From an optimization exercise on the open Yosys and OpenROAD flow, aimed at small area and a short achievable clock period; shortcuts taken in it are not production practice.
RTL that was checked went through simulation tests only; none was proved equivalent to the original.
For run 2, only the layout was checked, not whether the RTL still works.
Power is estimated from default activity; no workload was simulated.

==> flow/design.v (outline; a module is shown in full before it is edited, if it fits) <==
// module Decoder_Unit: 18 lines
// module ARITHMETIC_UNIT: 2000 lines
// module LOGIC_UNIT: 67 lines
// module CMP_UNIT: 26 lines
// module SHIFT_UNIT: 67 lines
// module ALU_TOP: 68 lines
module ALU_TOP
#(parameter WIDTH = 16)
(
  input wire [WIDTH - 1 : 0]A, B,
  input wire [3 : 0]ALU_FUN,
  input wire CLK, RST,
  output wire [2*WIDTH - 1 : 0]Arith_OUT,
  output wire Carry_OUT,
  output wire Arith_Flag,
  output wire [WIDTH - 1 : 0]Logic_OUT,
  output wire Logic_Flag,
  output wire [1:0]CMP_OUT,
  output wire CMP_Flag,
  output wire [WIDTH - 1 : 0]SHIFT_OUT,
  output wire SHIFT_Flag
);
  // ...
==> flow/flow/run.sh <==
#!/bin/bash
# Layout flow: the standard synthesis and layout (standard.sh), except that
# - the port buffers that global placement inserts use the smallest buffer
#   (buf_1) instead of the default pick; every input and output still gets its
#   own buffer;
# - the repair_timing run after clock tree synthesis is given a setup margin,
#   so it shortens the longest (divider) paths though the period is met.
# Constraints (constraint.sdc) are unchanged. Each step's output goes to a log
# file in this folder.
set -uo pipefail
BUF="BUFFER_PORTS_ARGS=-buffer_cell sky130_fd_sc_hd__buf_1"
bash standard.sh synth > synth.log 2>&1 || exit 1
bash standard.sh "$BUF" place > place.log 2>&1 || exit 1
bash standard.sh "$BUF" SETUP_SLACK_MARGIN=76 cts > cts.log 2>&1 || exit 1
bash standard.sh "$BUF" SETUP_SLACK_MARGIN=75 finish > finish.log 2>&1 || exit 1
==> flow/standard.sh <==
#!/bin/bash
# synth_recipe.tcl (not shown) runs the flow's synth.tcl, then flattens the netlist and writes it again
# the make line also repeats each setting of config.mk as NAME=value (left out here)
make -C /OpenROAD-flow-scripts/flow DESIGN_CONFIG=/design/flow/config.mk WORK_HOME=/design/flow/orfs CLKGATE_MAP_FILE= SYNTH_SCRIPT=/design/flow/synth_recipe.tcl "${@:-finish}"
==> flow/config.mk <==
export PLATFORM = sky130hd
export DESIGN_NAME = ALU_TOP
export DESIGN_NICKNAME = ALU_TOP
export VERILOG_FILES = /design/flow/design.v
export SDC_FILE = /design/flow/constraint.sdc
export NUM_CORES = 4
export LEC_CHECK = 0
export ABC_AREA = 1
export CAP_MARGIN = 20
export CORE_MARGIN = 2
export CORE_UTILIZATION = 40
export SLEW_MARGIN = 20
==> flow/constraint.sdc <==
create_clock -name core_clock -period 110.0 [get_ports {CLK}]
set_input_delay 22.0000 -clock core_clock [delete_from_list [all_inputs] [get_ports {CLK}]]
set_output_delay 22.0000 -clock core_clock [all_outputs]
set_load 0.01 [all_outputs]
==> results.txt, run 1 <==
- Number of cells on the critical path: between 100 and 150
- M3 GR Usage: 3.77%
- Crit path capture type: flip-flop
- Most frequent cell after synthesis: nand2_1
- GP Congestion: 1.02
- Distinct cells, synth: 64
- Layout net count: 3675
- Regs by FF count: arth_unit.Arith_OUT: 32 flops, logic_unit.Logic_OUT: 16 flops, shft_unit.SHIFT_OUT: 16 flops
- Status: complete, no violations
- Fraction of area in multi-input gates: 74.0%
- Buffers excl. clock: about 190
- Synth area leaders: nand2_1 (18%), xor2_1 (11%), fa_1 (9.7%), dfrtp_1 (8.6%), nand3_1 (8.6%)
- GR Util met2: between 50% and 60%
- Comb power: 0.333 mW
- Clock slew at reported path FFs: around 0.06 ns
- CTS tree: built
- Logic inverters: 447
- FF+latch count: 70
- Min-delay worst type: in2async
- Synth Cell Area: 20400 µm²
- Worst rel slew slack: about a fifth
- Fin util: a little under half
- WHS: 21.53 ns
- Place WS: 73.45 ns
- Worst Path Required: ~110 ns
- Capture point of the worst path: arth_unit.Arith_OUT[15]
- Syn Area/Cell: 5.98 µm²
- CTS Hold Bufs: 0
- Final Max Tran Viols: 0
- Clock group power: ~0.037 mW
- Post-Synth XOR/XNOR Area: 11.9%
==> run 2: changes to the inputs <==
--- a/flow/design.v
+++ b/flow/design.v
@@ -450,17 +450,17 @@
 assign mx[24] = fc212; assign my[24] = fs213;
 assign mx[25] = fc214; assign my[25] = fs215;
 assign mx[26] = fc216; assign my[26] = fs217;
 assign mx[27] = fc218; assign my[27] = fs219;
 assign mx[28] = fc220; assign my[28] = fs221;
 assign mx[29] = fc222; assign my[29] = hs223;
 assign mx[30] = ~pp7[16]; assign my[30] = hc224;
 assign mx[31] = 1'b1; assign my[31] = 1'b0;
-wire [12:0] mc; assign mc[0] = 1'b0;
+wire [20:0] mc; assign mc[0] = 1'b0;
 wire [31:0] prod;
 assign prod[0] = mx[0] ^ my[0] ^ mc[0];
 assign mc[1] = (mx[0] & my[0]) | (mx[0] & mc[0]) | (my[0] & mc[0]);
 assign prod[1] = mx[1] ^ my[1] ^ mc[1];
 assign mc[2] = (mx[1] & my[1]) | (mx[1] & mc[1]) | (my[1] & mc[1]);
 assign prod[2] = mx[2] ^ my[2] ^ mc[2];
 assign mc[3] = (mx[2] & my[2]) | (mx[2] & mc[2]) | (my[2] & mc[2]);
 assign prod[3] = mx[3] ^ my[3] ^ mc[3];
@@ -476,157 +476,109 @@
 assign prod[8] = mx[8] ^ my[8] ^ mc[8];
 assign mc[9] = (mx[8] & my[8]) | (mx[8] & mc[8]) | (my[8] & mc[8]);
 assign prod[9] = mx[9] ^ my[9] ^ mc[9];
 assign mc[10] = (mx[9] & my[9]) | (mx[9] & mc[9]) | (my[9] & mc[9]);
 assign prod[10] = mx[10] ^ my[10] ^ mc[10];
 assign mc[11] = (mx[10] & my[10]) | (mx[10] & mc[10]) | (my[10] & mc[10]);
 assign prod[11] = mx[11] ^ my[11] ^ mc[11];
 assign mc[12] = (mx[11] & my[11]) | (mx[11] & mc[11]) | (my[11] & mc[11]);
-wire mf_p0 = mx[12] ^ my[12];
-wire mf_g0 = (mx[12] & my[12]) | (mf_p0 & mc[12]);
-wire mf_p1 = mx[13] ^ my[13];
-wire mf_g1 = mx[13] & my[13];
-wire mf_p2 = mx[14] ^ my[14];
-wire mf_g2 = mx[14] & my[14];
-wire mf_p3 = mx[15] ^ my[15];
-wire mf_g3 = mx[15] & my[15];
-wire mf_p4 = mx[16] ^ my[16];
-wire mf_g4 = mx[16] & my[16];
-wire mf_p5 = mx[17] ^ my[17];
-wire mf_g5 = mx[17] & my[17];
-wire mf_p6 = mx[18] ^ my[18];
-wire mf_g6 = mx[18] & my[18];
-wire mf_p7 = mx[19] ^ my[19];
-wire mf_g7 = mx[19] & my[19];
-wire mf_p8 = mx[20] ^ my[20];
-wire mf_g8 = mx[20] & my[20];
-wire mf_p9 = mx[21] ^ my[21];
-wire mf_g9 = mx[21] & my[21];
-wire mf_p10 = mx[22] ^ my[22];
-wire mf_g10 = mx[22] & my[22];
-wire mf_p11 = mx[23] ^ my[23];
-wire mf_g11 = mx[23] & my[23];
-wire mf_p12 = mx[24] ^ my[24];
-wire mf_g12 = mx[24] & my[24];
-wire mf_p13 = mx[25] ^ my[25];
-wire mf_g13 = mx[25] & my[25];
-wire mf_p14 = mx[26] ^ my[26];
-wire mf_g14 = mx[26] & my[26];
-wire mf_p15 = mx[27] ^ my[27];
-wire mf_g15 = mx[27] & my[27];
-wire mf_p16 = mx[28] ^ my[28];
-wire mf_g16 = mx[28] & my[28];
-wire mf_p17 = mx[29] ^ my[29];
-wire mf_g17 = mx[29] & my[29];
-wire mf_p18 = mx[30] ^ my[30];
-wire mf_g18 = mx[30] & my[30];
-wire mf_p19 = mx[31] ^ my[31];
-wire mf_g19 = mx[31] & my[31];
+assign prod[12] = mx[12] ^ my[12] ^ mc[12];
+assign mc[13] = (mx[12] & my[12]) | (mx[12] & mc[12]) | (my[12] & mc[12]);
+assign prod[13] = mx[13] ^ my[13] ^ mc[13];
+assign mc[14] = (mx[13] & my[13]) | (mx[13] & mc[13]) | (my[13] & mc[13]);
+assign prod[14] = mx[14] ^ my[14] ^ mc[14];
+assign mc[15] = (mx[14] & my[14]) | (mx[14] & mc[14]) | (my[14] & mc[14]);
+assign prod[15] = mx[15] ^ my[15] ^ mc[15];
+assign mc[16] = (mx[15] & my[15]) | (mx[15] & mc[15]) | (my[15] & mc[15]);
+assign prod[16] = mx[16] ^ my[16] ^ mc[16];
+assign mc[17] = (mx[16] & my[16]) | (mx[16] & mc[16]) | (my[16] & mc[16]);
+assign prod[17] = mx[17] ^ my[17] ^ mc[17];
+assign mc[18] = (mx[17] & my[17]) | (mx[17] & mc[17]) | (my[17] & mc[17]);
+assign prod[18] = mx[18] ^ my[18] ^ mc[18];
+assign mc[19] = (mx[18] & my[18]) | (mx[18] & mc[18]) | (my[18] & mc[18]);
+assign prod[19] = mx[19] ^ my[19] ^ mc[19];
+assign mc[20] = (mx[19] & my[19]) | (mx[19] & mc[19]) | (my[19] & mc[19]);
+wire mf_p0 = mx[20] ^ my[20];
+wire mf_g0 = (mx[20] & my[20]) | (mf_p0 & mc[20]);
+wire mf_p1 = mx[21] ^ my[21];
+wire mf_g1 = mx[21] & my[21];
+wire mf_p2 = mx[22] ^ my[22];
+wire mf_g2 = mx[22] & my[22];
+wire mf_p3 = mx[23] ^ my[23];
+wire mf_g3 = mx[23] & my[23];
+wire mf_p4 = mx[24] ^ my[24];
+wire mf_g4 = mx[24] & my[24];
+wire mf_p5 = mx[25] ^ my[25];
+wire mf_g5 = mx[25] & my[25];
+wire mf_p6 = mx[26] ^ my[26];
+wire mf_g6 = mx[26] & my[26];
+wire mf_p7 = mx[27] ^ my[27];
+wire mf_g7 = mx[27] & my[27];
+wire mf_p8 = mx[28] ^ my[28];
+wire mf_g8 = mx[28] & my[28];
+wire mf_p9 = mx[29] ^ my[29];
+wire mf_g9 = mx[29] & my[29];
+wire mf_p10 = mx[30] ^ my[30];
+wire mf_g10 = mx[30] & my[30];
+wire mf_p11 = mx[31] ^ my[31];
+wire mf_g11 = mx[31] & my[31];
 wire mf_G1_1 = mf_g1 | (mf_p1 & mf_g0);
 wire mf_P1_1 = mf_p1 & mf_p0;
 wire mf_G1_3 = mf_g3 | (mf_p3 & mf_g2);
 wire mf_P1_3 = mf_p3 & mf_p2;
 wire mf_G1_5 = mf_g5 | (mf_p5 & mf_g4);
 wire mf_P1_5 = mf_p5 & mf_p4;
 wire mf_G1_7 = mf_g7 | (mf_p7 & mf_g6);
 wire mf_P1_7 = mf_p7 & mf_p6;
 wire mf_G1_9 = mf_g9 | (mf_p9 & mf_g8);
 wire mf_P1_9 = mf_p9 & mf_p8;
 wire mf_G1_11 = mf_g11 | (mf_p11 & mf_g10);
 wire mf_P1_11 = mf_p11 & mf_p10;
-wire mf_G1_13 = mf_g13 | (mf_p13 & mf_g12);
-wire mf_P1_13 = mf_p13 & mf_p12;
-wire mf_G1_15 = mf_g15 | (mf_p15 & mf_g14);
-wire mf_P1_15 = mf_p15 & mf_p14;
-wire mf_G1_17 = mf_g17 | (mf_p17 & mf_g16);
-wire mf_P1_17 = mf_p17 & mf_p16;
-wire mf_G1_19 = mf_g19 | (mf_p19 & mf_g18);
-wire mf_P1_19 = mf_p19 & mf_p18;
 wire mf_G2_2 = mf_g2 | (mf_p2 & mf_G1_1);
 wire mf_P2_2 = mf_p2 & mf_P1_1;
 wire mf_G2_3 = mf_G1_3 | (mf_P1_3 & mf_G1_1);
 wire mf_P2_3 = mf_P1_3 & mf_P1_1;
 wire mf_G2_6 = mf_g6 | (mf_p6 & mf_G1_5);
 wire mf_P2_6 = mf_p6 & mf_P1_5;
 wire mf_G2_7 = mf_G1_7 | (mf_P1_7 & mf_G1_5);
 wire mf_P2_7 = mf_P1_7 & mf_P1_5;
 wire mf_G2_10 = mf_g10 | (mf_p10 & mf_G1_9);
 wire mf_P2_10 = mf_p10 & mf_P1_9;
 wire mf_G2_11 = mf_G1_11 | (mf_P1_11 & mf_G1_9);
 wire mf_P2_11 = mf_P1_11 & mf_P1_9;
-wire mf_G2_14 = mf_g14 | (mf_p14 & mf_G1_13);
-wire mf_P2_14 = mf_p14 & mf_P1_13;
-wire mf_G2_15 = mf_G1_15 | (mf_P1_15 & mf_G1_13);
-wire mf_P2_15 = mf_P1_15 & mf_P1_13;
-wire mf_G2_18 = mf_g18 | (mf_p18 & mf_G1_17);
-wire mf_P2_18 = mf_p18 & mf_P1_17;
-wire mf_G2_19 = mf_G1_19 | (mf_P1_19 & mf_G1_17);
-wire mf_P2_19 = mf_P1_19 & mf_P1_17;
 wire mf_G3_4 = mf_g4 | (mf_p4 & mf_G2_3);
 wire mf_P3_4 = mf_p4 & mf_P2_3;
 wire mf_G3_5 = mf_G1_5 | (mf_P1_5 & mf_G2_3);
 wire mf_P3_5 = mf_P1_5 & mf_P2_3;
 wire mf_G3_6 = mf_G2_6 | (mf_P2_6 & mf_G2_3);
 wire mf_P3_6 = mf_P2_6 & mf_P2_3;
 wire mf_G3_7 = mf_G2_7 | (mf_P2_7 & mf_G2_3);
 wire mf_P3_7 = mf_P2_7 & mf_P2_3;
-wire mf_G3_12 = mf_g12 | (mf_p12 & mf_G2_11);
-wire mf_P3_12 = mf_p12 & mf_P2_11;
-wire mf_G3_13 = mf_G1_13 | (mf_P1_13 & mf_G2_11);
-wire mf_P3_13 = mf_P1_13 & mf_P2_11;
-wire mf_G3_14 = mf_G2_14 | (mf_P2_14 & mf_G2_11);
-wire mf_P3_14 = mf_P2_14 & mf_P2_11;
-wire mf_G3_15 = mf_G2_15 | (mf_P2_15 & mf_G2_11);
-wire mf_P3_15 = mf_P2_15 & mf_P2_11;
 wire mf_G4_8 = mf_g8 | (mf_p8 & mf_G3_7);
 wire mf_P4_8 = mf_p8 & mf_P3_7;
 wire mf_G4_9 = mf_G1_9 | (mf_P1_9 & mf_G3_7);
 wire mf_P4_9 = mf_P1_9 & mf_P3_7;
 wire mf_G4_10 = mf_G2_10 | (mf_P2_10 & mf_G3_7);
 wire mf_P4_10 = mf_P2_10 & mf_P3_7;
 wire mf_G4_11 = mf_G2_11 | (mf_P2_11 & mf_G3_7);
 wire mf_P4_11 = mf_P2_11 & mf_P3_7;
-wire mf_G4_12 = mf_G3_12 | (mf_P3_12 & mf_G3_7);
-wire mf_P4_12 = mf_P3_12 & mf_P3_7;
-wire mf_G4_13 = mf_G3_13 | (mf_P3_13 & mf_G3_7);
-wire mf_P4_13 = mf_P3_13 & mf_P3_7;
-wire mf_G4_14 = mf_G3_14 | (mf_P3_14 & mf_G3_7);
-wire mf_P4_14 = mf_P3_14 & mf_P3_7;
-wire mf_G4_15 = mf_G3_15 | (mf_P3_15 & mf_G3_7);
-wire mf_P4_15 = mf_P3_15 & mf_P3_7;
-wire mf_G5_16 = mf_g16 | (mf_p16 & mf_G4_15);
-wire mf_P5_16 = mf_p16 & mf_P4_15;
-wire mf_G5_17 = mf_G1_17 | (mf_P1_17 & mf_G4_15);
-wire mf_P5_17 = mf_P1_17 & mf_P4_15;
-wire mf_G5_18 = mf_G2_18 | (mf_P2_18 & mf_G4_15);
-wire mf_P5_18 = mf_P2_18 & mf_P4_15;
-wire mf_G5_19 = mf_G2_19 | (mf_P2_19 & mf_G4_15);
-wire mf_P5_19 = mf_P2_19 & mf_P4_15;
-wire mf_s0 = mf_p0 ^ mc[12];
+wire mf_s0 = mf_p0 ^ mc[20];
 wire mf_s1 = mf_p1 ^ mf_g0;
 wire mf_s2 = mf_p2 ^ mf_G1_1;
 wire mf_s3 = mf_p3 ^ mf_G2_2;
 wire mf_s4 = mf_p4 ^ mf_G2_3;
 wire mf_s5 = mf_p5 ^ mf_G3_4;
 wire mf_s6 = mf_p6 ^ mf_G3_5;
 wire mf_s7 = mf_p7 ^ mf_G3_6;
 wire mf_s8 = mf_p8 ^ mf_G3_7;
 wire mf_s9 = mf_p9 ^ mf_G4_8;
 wire mf_s10 = mf_p10 ^ mf_G4_9;
 wire mf_s11 = mf_p11 ^ mf_G4_10;
-wire mf_s12 = mf_p12 ^ mf_G4_11;
-wire mf_s13 = mf_p13 ^ mf_G4_12;
-wire mf_s14 = mf_p14 ^ mf_G4_13;
-wire mf_s15 = mf_p15 ^ mf_G4_14;
-wire mf_s16 = mf_p16 ^ mf_G4_15;
-wire mf_s17 = mf_p17 ^ mf_G5_16;
-wire mf_s18 = mf_p18 ^ mf_G5_17;
-wire mf_s19 = mf_p19 ^ mf_G5_18;
-assign prod[31:12] = {mf_s19, mf_s18, mf_s17, mf_s16, mf_s15, mf_s14, mf_s13, mf_s12, mf_s11, mf_s10, mf_s9, mf_s8, mf_s7, mf_s6, mf_s5, mf_s4, mf_s3, mf_s2, mf_s1, mf_s0};
+assign prod[31:20] = {mf_s11, mf_s10, mf_s9, mf_s8, mf_s7, mf_s6, mf_s5, mf_s4, mf_s3, mf_s2, mf_s1, mf_s0};
 wire sa = A[15];
 wire sb = B[15];
 wire aor1_1 = A[1] | A[0];
 wire aor1_3 = A[3] | A[2];
 wire aor1_5 = A[5] | A[4];
 wire aor1_7 = A[7] | A[6];
 wire aor1_9 = A[9] | A[8];
 wire aor1_11 = A[11] | A[10];
==> flow/flow/run.sh (replaced) <==
#!/bin/bash
# Layout flow: the standard synthesis and layout (standard.sh), except that
# the port buffers that global placement inserts use the smallest buffer
# (buf_1) instead of the default pick; every input and output still gets its
# own buffer. Each step's full output goes to a log file in this folder.
set -uo pipefail
bash standard.sh synth > synth.log 2>&1 || exit 1
bash standard.sh "BUFFER_PORTS_ARGS=-buffer_cell sky130_fd_sc_hd__buf_1" finish > layout.log 2>&1 || exit 1
==> run 2 against run 1 <==
Compared with the run above: non-clock buffer count fell by 30; largest power group unchanged; sequential share of layout area barely moved; still clean on timing, DRC and antenna; cell area fell by 0.43%.
==> results.txt, run 2 <==
- Pwr per Cell Area: 16.8 nW/µm² (was 17.7 nW/µm²)
- Most common cell after layout, fill and taps aside: nand2_1 (unchanged)
- Root Buffer Master: clkbuf_16 (unchanged)
- Detailed Route Iter0 Violations: 2687 (was 2530)
- Max_cap viols: 0 (unchanged)
- Proportion of layout cells with a drive suffix above 1: 11.6% (was 9.79%)
- CTS Hold Bufs: 0 (unchanged)
- Initial core utilization: 40.3% (was 40.6%)
- Total number of vias: 23600 (about the same)
- Total grt overflow: 0 (unchanged)
- Dominant cell type by area after synthesis: nand2_1 (unchanged)
- Ys async rst share: 100% (unchanged)
- Hold Fails Final Rpt: 0 (unchanged)
- Most frequent cells after synthesis: nand2_1 (815), inv_1 (414), nand3_1 (348), xor2_1 (265), a21oi_1 (174) (was nand2_1 (962), inv_1 (376), nand3_1 (350), xor2_1 (257), a21oi_1 (187))
- Number of global-route vias before repair: 22200 (was 21900)
- Max reg flops: 32 (unchanged)
- Sequential area share after synthesis: 8.13% (was 8.60%)
- Setup violators final: 0 (unchanged)
- Antenna-violating nets left: 0 (unchanged)
- Data arrival time of the worst path: 37.18 ns (was 34.27 ns)
- Initial antenna violation count: 1 (was 0)
- Resize count post-CTS: 0 (was 94)
- Most frequent CP cell: nand2_1 (unchanged)
- Critical path fanouts, max: 49 (was 19)
- Crit path capture type: flip-flop (unchanged)
- Layout net count: 3656 (was 3675)
- Die Y: 236 µm (was 230 µm)
- Startpoint class of the critical path: primary input (unchanged)
- Primary FF master, synth: dfrtp_1 (unchanged)
- Total chip power: 0.377 mW (was 0.401 mW)
- Clock slew at reported path FFs: 0.07 ns (was 0.06 ns)
- Routed wire length: 85.2 mm (was 84.8 mm)
- Layout Area Growth over Synthesis: 4.51% (was 11.0%)
- Max VDD drop: 0.0633 mV (was 0.0221 mV)
- Net Count, Synth: 3637 (was 3622)
- WL per Instance: 20.6 µm (was 20.5 µm)
- CTS tree: built (unchanged)
- Port bufs: 108 (unchanged)
- Worst Tran Pin Value: 1.16 ns (was 1.18 ns)
- CORE AREA: 53500 µm² (was 50200 µm²)
- Syn Inst Count: 3421 (was 3405)
- Min-delay worst type: in2async (unchanged)
- Distinct cells, synth: 68 (was 64)
- Slowest cell on crit path: a21oi_2 (was a21boi_1)
- Largest Register: arth_unit.Arith_OUT (unchanged)
- Worst Path Required: 110.27 ns (was 110.29 ns)
- Ys Warns: 5 (unchanged)
- GP Congestion: 1.01 (was 1.02)
- WS Path Type: in2reg (unchanged)
- RSZ-0062 raised after global routing: false (unchanged)
- Setup_tns: 0 ns (unchanged)
- Most frequent cell after synthesis: nand2_1 (unchanged)
- Area fraction of the dominant cell type after synthesis: 14.2% (was 17.7%)
- Fill count: 5832 (was 5428)
- Regs by FF count: arth_unit.Arith_OUT: 32 flops, logic_unit.Logic_OUT: 16 flops, shft_unit.SHIFT_OUT: 16 flops (unchanged)
- Io pins: 109 (unchanged)
- Row cnt: 85 (was 82)
- Synth area leaders: nand2_1 (14%), xor2_1 (11%), fa_1 (9.8%), dfrtp_1 (8.1%), nand3_1 (8.1%) (was nand2_1 (18%), xor2_1 (11%), fa_1 (9.7%), dfrtp_1 (8.6%), nand3_1 (8.6%))
- Worst rel slew slack: 22.3% (was 21.3%)
- Clock Tree Buf Depth: 2 (unchanged)
- Die area: 55700 µm² (was 52800 µm²)
- Fin util: 42.1% (was 45.1%)
- Most frequent cells in the layout: nand2_1 (815), inv_1 (414), nand3_1 (348) (was nand2_1 (946), inv_1 (370), nand3_1 (341))
- Post-synth EDFFs: 0 (unchanged)
- First-pass GRT wire length: 130 mm (was 129 mm)
- Peak Freq: 0.0271 GHz (was 0.0294 GHz)
- Final worst path period share: 33.5% (was 30.9%)
- Syn Area/Cell: 6.30 µm² (was 5.98 µm²)
- Critical path's largest stage delay: 0.73 ns (was 0.40 ns)
- Minimum clock period: 36.90 ns (was 33.98 ns)
- Final Max Tran Viols: 0 (unchanged)
- DRC Markers: 0 (unchanged)
- Setup bufs post-CTS: 0 (was 13)
- Synthesis-stage register bit count: 70 (unchanged)
- Fin cells: 4142 (was 4137)
- Pleak: 11.4 nW (was 11.5 nW)
- Status: complete, no violations (unchanged)
- Cts bufs inserted: 9 (unchanged)
- Die W: 236 µm (was 230 µm)
- Placed insts: 4125 (was 4089)
- Largest net degree at the start of global routing: 71 (was 50)
- Drt pass-1 iters: 8 (was 6)
- Via/cell ratio: 5.70 (about the same)
- H-tree depth: 3 (unchanged)
- Clock sinks: 70 (unchanged)
- Total GRT Usage: 29.9% (was 31.4%)
- Synth Cell Area: 21500 µm² (was 20400 µm²)
- DP HPWL: 65.6 mm (was 64.2 mm)
==> run 2: cell types whose count changed in the layout (fill, tap and decap cells not counted), moves of 20 or more <==
| cell | change |
|---|---|
| nand2_1 | -131 |
| nand2_2 | +73 |
| inv_1 | +44 |
| nand3_2 | +26 |
| buf_4 | -22 |
| nor2_1 | -20 |
==> run 2: report_power, final <==
| group | internal [mW] | switching, mW | total (mW) |
|---|---|---|---|
| Clock | 0.0157 | 0.0130 | 0.0287 |
| Combinational | 0.113 | 0.205 | 0.318 |
| Sequential | 0.0291 | 0.00127 | 0.0303 |
| Total | 0.157 | 0.220 | 0.377 |
==> run 2: final cells by class <==
type	count	area, µm²	share of cell area (%)
Multi-Input combinational cell	2712	16900	75.3
Tap cell	696	871	3.87
Timing Repair Buffer	164	831	3.69
Sequential cell	70	1750	7.78
Clock inverter	7	66.3	0.295
Antenna cell	1	2.50	0.0111
Inverter	483	1820	8.10
Clock buffer	9	225	1.00
==> run 2: path summary, 6_finish.rpt <==
path	startpoint	end	slack (ns)	cells after the start
min in group core_clock	ALU_FUN[3]	cmp_unit.CMP_Flag	21.95	3
max in group asynchronous	RST	shft_unit.SHIFT_OUT[11]	87.53	2
worst min-delay path	RST	arth_unit.Arith_OUT[30]	21.85	2
worst max-delay path	B[15]	arth_unit.Arith_OUT[6]	73.10	103
==> run 2: cells by family after synthesis <==
kind of cell    synth area share [%]
simple gates                    36.0
compound gates                  17.3
buf+inv                         13.4
xor+xnor                        11.1
fa+ha+maj                       14.0
flops                           8.13
==> run 2: critical path: cells and delay by family <==
| kind | cells | cell delay, ns |
|---|---|---|
| compound gates | 6 | 1.33 |
| simple gates | 88 | 11.67 |
| buf+inv | 8 | 1.58 |
| xor+xnor | 1 | 0.47 |
==> run 2: metrics by stage <==
stage / hold WS [ns] / area [µm²] / setup slack, ns
4_1_cts: 21.88 / 22500 / 73.32
2_1_floorplan: 21.70 / 21500 / 77.56
3_5_place_dp: 22.25 / 22200 / 73.00
3_3_place_gp: 22.25 / 22200 / 73.22
5_1_grt: 21.94 / 22500 / 71.86
6_report: 21.85 / 22500 / 73.10
==> run 2: routing by layer <==
layer | GRT usage [%] | vias up | wire [µm]
met5 | 0 | - | 13
met4 | 13.0 | 2 | 4270
met3 | 4.54 | 251 | 7540
met2 | 48.0 | 1180 | 38000
met1 | 39.7 | 11000 | 35400
li1 | - | 11200 | -

-- what the ideal ports hide --
The results above use ideal ports. As a check the final layouts listed here were re-extracted and re-timed, cells and wires unchanged.
Step 1 assumes that a clkbuf_16 drives the clock port and a buf_2 every other input.
Step 2, shift: input delay + t, output delay - t, t = (earliest + latest rising clock arrival at the registers) / 2. This alone moves slack from input paths to output paths.
Slacks: no drivers / after step 1 / after step 2; pairs: no drivers / after step 1.
run	t, ns	setup WS [ns]	hold WS [ns]	worst setup path after step 2	worst slew at a driven data input, ns
run 1	0.413	76.017 / 76.002 / 75.588	21.530 / 21.509 / 21.923	input to register	0.12
run 2	0.377	73.095 / 73.112 / 72.735	21.852 / 21.839 / 22.216	input to register	0.07
After both steps every run listed still meets setup and hold. For run 1, which loses most, drivers alone change the setup slack by -0.015 ns; drivers and shift together by -0.429 ns.
